This design comes from an exercise in tuning for a short achievable clock period and few clock cycles on the open sky130 flow, not from production work. At most, simulation tests tie the RTL to the original design; equivalence was not proved.

==> run D: inputs <==
==> flow/design.v <==
module SingleCycleCPU(
    input CLK, Reset,
    output [31:0] imem_addr,
    input  [31:0] imem_data,
    output [31:0] dmem_addr,
    output [31:0] dmem_wdata,
    output        dmem_we,
    input  [31:0] dmem_rdata,
    output        halted
);
localparam [5:0] OP_ADD = 6'b000000, OP_SUB = 6'b000001, OP_ADDIU = 6'b000010,
                 OP_ANDI = 6'b010000, OP_AND = 6'b010001, OP_ORI = 6'b010010,
                 OP_OR = 6'b010011, OP_SLL = 6'b011000, OP_SLTI = 6'b011100,
                 OP_SW = 6'b100110, OP_LW = 6'b100111, OP_BEQ = 6'b110000,
                 OP_BNE = 6'b110001, OP_BLT = 6'b110010, OP_J = 6'b111000,
                 OP_HALT = 6'b111111;
reg         rst_n_q;              
reg  [31:0] pc;                   
reg         id_v;                 
reg  [31:0] id_ir, id_pc;
reg         ex_v;                 
reg  [31:0] ex_a, ex_b, ex_imm;
reg         ex_fa_m, ex_fa_w, ex_fb_m, ex_fb_w, ex_fb_ld;
reg  [4:0]  ex_sa;
reg         ex_useimm;
reg  [2:0]  ex_alu;               
reg         ex_we, ex_load, ex_store, ex_halt;
reg  [4:0]  ex_dst;
reg         ex_beq, ex_bne, ex_blt, ex_pred;
reg  [31:0] ex_alt;               
reg         mem_we, mem_load, mem_store;    
reg  [4:0]  mem_dst;
reg  [31:0] mem_res, mem_wdata;
reg         wb_we;                
reg  [4:0]  wb_dst;
reg  [31:0] wb_data;
reg         halted_r;
reg  [31:0] rf [1:31];
wire [5:0]  op  = id_ir[31:26];
wire [4:0]  rs  = id_ir[25:21];
wire [4:0]  rt  = id_ir[20:16];
wire [4:0]  rd  = id_ir[15:11];
wire [15:0] imm = id_ir[15:0];
wire d_add   = op == OP_ADD;
wire d_sub   = op == OP_SUB;
wire d_addiu = op == OP_ADDIU;
wire d_andi  = op == OP_ANDI;
wire d_and   = op == OP_AND;
wire d_ori   = op == OP_ORI;
wire d_or    = op == OP_OR;
wire d_sll   = op == OP_SLL;
wire d_slti  = op == OP_SLTI;
wire d_sw    = op == OP_SW;
wire d_lw    = op == OP_LW;
wire d_beq   = op == OP_BEQ;
wire d_bne   = op == OP_BNE;
wire d_blt   = op == OP_BLT;
wire d_j     = op == OP_J;
wire d_halt  = op == OP_HALT;
wire d_rtype = d_add | d_sub | d_and | d_or | d_sll;
wire d_itype = d_addiu | d_andi | d_ori | d_slti | d_lw;
wire d_br    = d_beq | d_bne | d_blt;
wire [4:0] d_dst = d_rtype ? rd : rt;
wire d_we    = (d_rtype | d_itype) & (d_dst != 5'd0);
wire use_rs  = d_add | d_sub | d_and | d_or | d_itype | d_sw | d_br;
wire use_rt  = d_add | d_sub | d_and | d_or | d_sll | d_br;    
wire hz_rs = use_rs & (rs == ex_dst);
wire hz_rt = use_rt & (rt == ex_dst);
wire stall = id_v & ex_v & ex_load & ex_we & (hz_rs | hz_rt);
wire d_pred = d_br & (imm[15] | d_bne);
wire [31:0] pc4      = id_pc + 32'd4;
wire [31:0] br_tgt   = pc4 + {{14{imm[15]}}, imm, 2'b00};
wire [31:0] j_tgt    = {id_pc[31:28], id_ir[25:0], 2'b00};
wire        redirect = id_v & (d_j | d_halt | d_pred);
wire [31:0] rd_tgt   = d_j ? j_tgt : d_halt ? id_pc : br_tgt;
wire [31:0] rf_rs = (rs == 5'd0) ? 32'd0 : (wb_we && wb_dst == rs) ? wb_data : rf[rs];
wire [31:0] rf_rt = (rt == 5'd0) ? 32'd0 : (wb_we && wb_dst == rt) ? wb_data : rf[rt];
wire [31:0] d_imm = (d_andi | d_ori) ? {16'd0, imm} : {{16{imm[15]}}, imm};
wire [2:0]  d_alu = d_sub ? 3'd1 : (d_and | d_andi) ? 3'd2 : (d_or | d_ori) ? 3'd3 :
                    d_sll ? 3'd4 : d_slti ? 3'd5 : 3'd0;
wire [31:0] a = ex_fa_m ? mem_res : ex_fa_w ? wb_data : ex_a;
wire [31:0] b = ex_fb_m ? mem_res : ex_fb_w ? wb_data : ex_b;
wire [31:0] bi = ex_useimm ? ex_imm : b;
reg  [31:0] alu;
always @(*) begin
    case (ex_alu)
        3'd0: alu = a + bi;
        3'd1: alu = a - bi;
        3'd2: alu = a & bi;
        3'd3: alu = a | bi;
        3'd4: alu = b << ex_sa;
        3'd5: alu = {31'd0, a < bi};
        default: alu = 32'd0;
    endcase
end
wire eq      = a == b;
wire lt      = (a[31] ^ b[31]) ? a[31] : (a[30:0] < b[30:0]);
wire taken   = (ex_beq & eq) | (ex_bne & ~eq) | (ex_blt & lt);
wire mispred = ex_v & (ex_beq | ex_bne | ex_blt) & (taken != ex_pred);
wire [31:0] st_data = ex_fb_ld ? dmem_rdata : b;
always @(posedge CLK) begin
    rst_n_q <= Reset;
    if (!Reset)
        pc <= 32'd0;
    else if (mispred)
        pc <= ex_alt;
    else if (stall)
        pc <= pc;
    else if (redirect)
        pc <= rd_tgt;
    else
        pc <= pc + 32'd4;
    if (!stall) begin
        id_ir <= imem_data;
        id_pc <= pc;
    end
    if (!Reset || mispred)
        id_v <= 1'b0;
    else if (!stall)
        id_v <= ~redirect;
    ex_a     <= rf_rs;
    ex_b     <= rf_rt;
    ex_imm   <= d_imm;
    ex_sa    <= id_ir[10:6];
    ex_useimm <= d_itype | d_sw;
    ex_alu   <= d_alu;
    ex_dst   <= d_dst;
    ex_fa_m  <= ex_we & (ex_dst == rs);
    ex_fa_w  <= mem_we & (mem_dst == rs);
    ex_fb_m  <= ex_we & (ex_dst == rt);
    ex_fb_w  <= mem_we & (mem_dst == rt);
    ex_fb_ld <= ex_load & ex_we & (ex_dst == rt);
    ex_alt   <= d_pred ? pc4 : br_tgt;
    if (!Reset || mispred || stall || !id_v) begin
        ex_v <= 1'b0;
        ex_we <= 1'b0;
        ex_load <= 1'b0;
        ex_store <= 1'b0;
        ex_halt <= 1'b0;
        ex_beq <= 1'b0;
        ex_bne <= 1'b0;
        ex_blt <= 1'b0;
        ex_pred <= 1'b0;
    end else begin
        ex_v <= 1'b1;
        ex_we <= d_we;
        ex_load <= d_lw;
        ex_store <= d_sw;
        ex_halt <= d_halt;
        ex_beq <= d_beq;
        ex_bne <= d_bne;
        ex_blt <= d_blt;
        ex_pred <= d_pred;
    end
    mem_res   <= alu;
    mem_wdata <= st_data;
    mem_dst   <= ex_dst;
    if (!Reset) begin
        mem_we <= 1'b0;
        mem_load <= 1'b0;
        mem_store <= 1'b0;
    end else begin
        mem_we <= ex_we;
        mem_load <= ex_load;
        mem_store <= ex_store;
    end
    wb_data <= mem_load ? dmem_rdata : mem_res;
    wb_dst  <= mem_dst;
    if (!Reset)
        wb_we <= 1'b0;
    else
        wb_we <= mem_we;
    if (!Reset)
        halted_r <= 1'b0;
    else if (ex_v & ex_halt)
        halted_r <= 1'b1;
end
integer i;
always @(posedge CLK) begin
    if (!rst_n_q) begin
        for (i = 1; i < 32; i = i + 1)
            rf[i] <= 32'd0;
    end else if (wb_we)
        rf[wb_dst] <= wb_data;
end
assign imem_addr  = pc;
assign dmem_addr  = mem_res;
assign dmem_wdata = mem_wdata;
assign dmem_we    = mem_store;
assign halted     = halted_r;
endmodule
==> flow/run.sh <==
#!/bin/bash
# synth_recipe.tcl (not shown) runs the flow's synth.tcl, then flattens the netlist and writes it again
# the make line also repeats each setting of config.mk as NAME=value (left out here)
make -C /OpenROAD-flow-scripts/flow DESIGN_CONFIG=/design/flow/config.mk WORK_HOME=/design/flow/orfs CLKGATE_MAP_FILE= SYNTH_SCRIPT=/design/flow/synth_recipe.tcl finish
==> flow/config.mk <==
export PLATFORM = sky130hd
export DESIGN_NAME = SingleCycleCPU
export DESIGN_NICKNAME = SingleCycleCPU
export VERILOG_FILES = /design/flow/design.v
export SDC_FILE = /design/flow/constraint.sdc
export NUM_CORES = 4
export LEC_CHECK = 0
export CAP_MARGIN = 20
export CORE_MARGIN = 2
export CORE_UTILIZATION = 40
export SLEW_MARGIN = 20
==> flow/constraint.sdc <==
create_clock -name core_clock -period 12.0 [get_ports {CLK}]
set_input_delay 2.4000 -clock core_clock [delete_from_list [all_inputs] [get_ports {CLK}]]
set_output_delay 2.4000 -clock core_clock [all_outputs]
set_load 0.01 [all_outputs]
==> run E: changes against run D <==
==> flow/design.v, changed modules only <==
module SingleCycleCPU(
    input CLK, Reset,
    output [31:0] imem_addr,
    input  [31:0] imem_data,
    output [31:0] dmem_addr,
    output [31:0] dmem_wdata,
    output        dmem_we,
    input  [31:0] dmem_rdata,
    output        halted
);
localparam [5:0] OP_ADD = 6'b000000, OP_SUB = 6'b000001, OP_ADDIU = 6'b000010,
                 OP_ANDI = 6'b010000, OP_AND = 6'b010001, OP_ORI = 6'b010010,
                 OP_OR = 6'b010011, OP_SLL = 6'b011000, OP_SLTI = 6'b011100,
                 OP_SW = 6'b100110, OP_LW = 6'b100111, OP_BEQ = 6'b110000,
                 OP_BNE = 6'b110001, OP_BLT = 6'b110010, OP_J = 6'b111000,
                 OP_HALT = 6'b111111;
reg         rst_n_q;              
reg  [31:0] pc;                   
reg         id_v;                 
reg  [31:0] id_ir, id_pc;
reg         ex_v;                 
reg  [31:0] ex_a, ex_b, ex_imm;
reg         ex_fa_m, ex_fa_w, ex_fb_m, ex_fb_w, ex_fb_ld;
reg  [4:0]  ex_sa;
reg         ex_useimm;
reg  [2:0]  ex_alu;               
reg         ex_we, ex_load, ex_store, ex_halt;
reg  [4:0]  ex_dst;
reg         ex_beq, ex_bne, ex_blt, ex_pred;
reg  [31:0] ex_alt;               
reg         mem_we, mem_load, mem_store;    
reg  [4:0]  mem_dst;
reg  [31:0] mem_res, mem_wdata;
reg         wb_we;                
reg  [4:0]  wb_dst;
reg  [31:0] wb_data;
reg         halted_r;
reg  [31:0] rf [1:31];
function pred_fn(input [31:0] ir);
    reg same;
    begin
        same = ir[25:21] == ir[20:16];
        case (ir[31:26])
            OP_BEQ:  pred_fn = same | ir[15];
            OP_BNE:  pred_fn = ~same;
            OP_BLT:  pred_fn = ~same;
            default: pred_fn = 1'b0;
        endcase
    end
endfunction
wire [5:0]  f_op   = imem_data[31:26];
wire        f_j    = f_op == OP_J;
wire        f_halt = f_op == OP_HALT;
wire        f_pred = pred_fn(imem_data);
wire [31:0] f_seq  = pc + 32'd4;
wire [16:0] f_lo   = {1'b0, pc[17:2]} + {1'b0, imem_data[15:0]} + 17'd1;
wire [13:0] f_hi0  = pc[31:18];
wire [13:0] f_hip  = pc[31:18] + 14'd1;
wire [13:0] f_him  = pc[31:18] - 14'd1;
wire [13:0] f_hi   = (f_lo[16] == imem_data[15]) ? f_hi0 : f_lo[16] ? f_hip : f_him;
wire [31:0] f_btgt = {f_hi, f_lo[15:0], 2'b00};
wire [31:0] f_jtgt = {pc[31:28], imem_data[25:0], 2'b00};
wire [5:0]  op  = id_ir[31:26];
wire [4:0]  rs  = id_ir[25:21];
wire [4:0]  rt  = id_ir[20:16];
wire [4:0]  rd  = id_ir[15:11];
wire [15:0] imm = id_ir[15:0];
wire d_add   = op == OP_ADD;
wire d_sub   = op == OP_SUB;
wire d_addiu = op == OP_ADDIU;
wire d_andi  = op == OP_ANDI;
wire d_and   = op == OP_AND;
wire d_ori   = op == OP_ORI;
wire d_or    = op == OP_OR;
wire d_sll   = op == OP_SLL;
wire d_slti  = op == OP_SLTI;
wire d_sw    = op == OP_SW;
wire d_lw    = op == OP_LW;
wire d_beq   = op == OP_BEQ;
wire d_bne   = op == OP_BNE;
wire d_blt   = op == OP_BLT;
wire d_j     = op == OP_J;
wire d_halt  = op == OP_HALT;
wire d_rtype = d_add | d_sub | d_and | d_or | d_sll;
wire d_itype = d_addiu | d_andi | d_ori | d_slti | d_lw;
wire d_br    = d_beq | d_bne | d_blt;
wire [4:0] d_dst = d_rtype ? rd : rt;
wire d_we    = (d_rtype | d_itype) & (d_dst != 5'd0);
wire use_rs  = d_add | d_sub | d_and | d_or | d_itype | d_sw | d_br;
wire use_rt  = d_add | d_sub | d_and | d_or | d_sll | d_br;    
wire hz_rs = use_rs & (rs == ex_dst);
wire hz_rt = use_rt & (rt == ex_dst);
wire stall = id_v & ex_v & ex_load & ex_we & (hz_rs | hz_rt);
wire d_pred = pred_fn(id_ir);
wire [31:0] pc4      = id_pc + 32'd4;
wire [31:0] br_tgt   = pc4 + {{14{imm[15]}}, imm, 2'b00};
wire [31:0] rf_rs = (rs == 5'd0) ? 32'd0 : (wb_we && wb_dst == rs) ? wb_data : rf[rs];
wire [31:0] rf_rt = (rt == 5'd0) ? 32'd0 : (wb_we && wb_dst == rt) ? wb_data : rf[rt];
wire m_rs = mem_we & (mem_dst == rs);
wire m_rt = mem_we & (mem_dst == rt);
wire [31:0] id_a = m_rs ? mem_res : rf_rs;
wire [31:0] id_b = m_rt ? mem_res : rf_rt;
wire id_ready = ~(ex_we & ((rs == ex_dst) | (rt == ex_dst))) &
                ~(mem_load & (m_rs | m_rt));
wire id_eq    = id_a == id_b;
wire id_lt    = (id_a[31] ^ id_b[31]) ? id_a[31] : (id_a[30:0] < id_b[30:0]);
wire id_taken = (d_beq & id_eq) | (d_bne & ~id_eq) | (d_blt & id_lt);
wire id_fix   = id_v & d_br & id_ready & (id_taken != d_pred);
wire [31:0] id_alt = d_pred ? pc4 : br_tgt;
wire [31:0] d_imm = (d_andi | d_ori) ? {16'd0, imm} : {{16{imm[15]}}, imm};
wire [2:0]  d_alu = d_sub ? 3'd1 : (d_and | d_andi) ? 3'd2 : (d_or | d_ori) ? 3'd3 :
                    d_sll ? 3'd4 : d_slti ? 3'd5 : 3'd0;
wire [31:0] a = ex_fa_m ? mem_res : ex_fa_w ? wb_data : ex_a;
wire [31:0] b = ex_fb_m ? mem_res : ex_fb_w ? wb_data : ex_b;
wire [31:0] bi = ex_useimm ? ex_imm : b;
reg  [31:0] alu;
always @(*) begin
    case (ex_alu)
        3'd0: alu = a + bi;
        3'd1: alu = a - bi;
        3'd2: alu = a & bi;
        3'd3: alu = a | bi;
        3'd4: alu = b << ex_sa;
        3'd5: alu = {31'd0, a < bi};
        default: alu = 32'd0;
    endcase
end
wire eq      = a == b;
wire lt      = (a[31] ^ b[31]) ? a[31] : (a[30:0] < b[30:0]);
wire taken   = (ex_beq & eq) | (ex_bne & ~eq) | (ex_blt & lt);
wire mispred = ex_v & (ex_beq | ex_bne | ex_blt) & (taken != ex_pred);
wire [31:0] st_data = ex_fb_ld ? dmem_rdata : b;
always @(posedge CLK) begin
    rst_n_q <= Reset;
    if (!Reset)
        pc <= 32'd0;
    else if (mispred)
        pc <= ex_alt;
    else if (id_fix)
        pc <= id_alt;
    else if (stall)
        pc <= pc;
    else if (f_halt)
        pc <= pc;
    else if (f_j)
        pc <= f_jtgt;
    else if (f_pred)
        pc <= f_btgt;
    else
        pc <= f_seq;
    if (!stall) begin
        id_ir <= imem_data;
        id_pc <= pc;
    end
    if (!Reset || mispred || id_fix)
        id_v <= 1'b0;
    else if (!stall)
        id_v <= 1'b1;
    ex_a     <= rf_rs;
    ex_b     <= rf_rt;
    ex_imm   <= d_imm;
    ex_sa    <= id_ir[10:6];
    ex_useimm <= d_itype | d_sw;
    ex_alu   <= d_alu;
    ex_dst   <= d_dst;
    ex_fa_m  <= ex_we & (ex_dst == rs);
    ex_fa_w  <= mem_we & (mem_dst == rs);
    ex_fb_m  <= ex_we & (ex_dst == rt);
    ex_fb_w  <= mem_we & (mem_dst == rt);
    ex_fb_ld <= ex_load & ex_we & (ex_dst == rt);
    ex_alt   <= id_alt;
    if (!Reset || mispred || stall || !id_v) begin
        ex_v <= 1'b0;
        ex_we <= 1'b0;
        ex_load <= 1'b0;
        ex_store <= 1'b0;
        ex_halt <= 1'b0;
        ex_beq <= 1'b0;
        ex_bne <= 1'b0;
        ex_blt <= 1'b0;
        ex_pred <= 1'b0;
    end else begin
        ex_v <= 1'b1;
        ex_we <= d_we;
        ex_load <= d_lw;
        ex_store <= d_sw;
        ex_halt <= d_halt;
        ex_beq <= d_beq & ~id_ready;
        ex_bne <= d_bne & ~id_ready;
        ex_blt <= d_blt & ~id_ready;
        ex_pred <= d_pred;
    end
    mem_res   <= alu;
    mem_wdata <= st_data;
    mem_dst   <= ex_dst;
    if (!Reset) begin
        mem_we <= 1'b0;
        mem_load <= 1'b0;
        mem_store <= 1'b0;
    end else begin
        mem_we <= ex_we;
        mem_load <= ex_load;
        mem_store <= ex_store;
    end
    wb_data <= mem_load ? dmem_rdata : mem_res;
    wb_dst  <= mem_dst;
    if (!Reset)
        wb_we <= 1'b0;
    else
        wb_we <= mem_we;
    if (!Reset)
        halted_r <= 1'b0;
    else if (ex_v & ex_halt)
        halted_r <= 1'b1;
end
integer i;
always @(posedge CLK) begin
    if (!rst_n_q) begin
        for (i = 1; i < 32; i = i + 1)
            rf[i] <= 32'd0;
    end else if (wb_we)
        rf[wb_dst] <= wb_data;
end
assign imem_addr  = pc;
assign dmem_addr  = mem_res;
assign dmem_wdata = mem_wdata;
assign dmem_we    = mem_store;
assign halted     = halted_r;
endmodule
ABC_CLOCK_PERIOD_IN_PS = 3000   (was default)
CORE_UTILIZATION = 60   (was 40)
SETUP_SLACK_MARGIN = 5   (was default)
==> impl_metrics.env <==
export IMPL_drt_met1_wl_mm=99.6
export IMPL_power_static_leakage_nw=32.9
export IMPL_numCtsBuffers=151
export IMPL_grt_util_met1_pct=53.0
export IMPL_area_growth_pct=12.1
export IMPL_status="timing/DRC/antenna clean"
export IMPL_nFillCells=9515
export IMPL_die_area_mm2=0.136
export IMPL_netSwitchingPower_mw=4.26
export IMPL_clk_pin_slew_ns=0.07
export IMPL_layout_common_cells="edfxtp_1, and2_1, mux4_2, nor2_1, dfxtp_1"
the above is filed under run E

==> impl_metrics.env <==
export IMPL_status="timing/DRC/antenna clean"
export IMPL_ys_ff_latch=1379
export IMPL_die_area_mm2=0.197
export IMPL_grt_util_met1_pct=37.9
export IMPL_numCtsBuffers=156
export IMPL_power_static_leakage_nw=31.6
export IMPL_p_per_area_mw_per_mm2=155
export IMPL_layout_common_cells="edfxtp_1, and2_1, mux4_2, nand2_1, dfxtp_1"
export IMPL_ys_seq_area_share_pct=49.7
export IMPL_netSwitchingPower_mw=4.31
export IMPL_nFillCells=16900
the above is filed under run D

Testbench counts of run D, summed over its fixed seeds: cycles 46,365.
Function not checked in run E: the RTL went through the layout flow alone.

[separate check: timing with driven ports]
How much do the figures lean on ideal ports? The routed layouts below were timed once more, with nothing changed but the port constraints.
Step 1 sets driving cells, clkbuf_16 on the clock port and buf_2 on the other inputs (assumed; they add their load-dependent delay and slew).
Step 2, shift: input delay + t, output delay - t, t = (earliest + latest rising clock arrival at the registers) / 2. This alone moves slack from input paths to output paths.
a / b / c = no drivers / after step 1 / after step 2; a / b = the first two.
run	t, ns	setup slack, ns	hold slack, ns	latest minus earliest clock arrival (ns)	cell pins on the clock port's net
run D	0.893	6.598 / 6.598 / 6.598	0.347 / 0.347 / 0.347	0.045 / 0.045	1
run E	0.880	4.958 / 4.958 / 4.429	0.376 / 0.376 / 0.376	0.031 / 0.030	1
After both steps every run listed still meets setup and hold. For run E, which loses most, drivers alone change the setup slack by 0.000 ns; drivers and shift together by -0.529 ns.
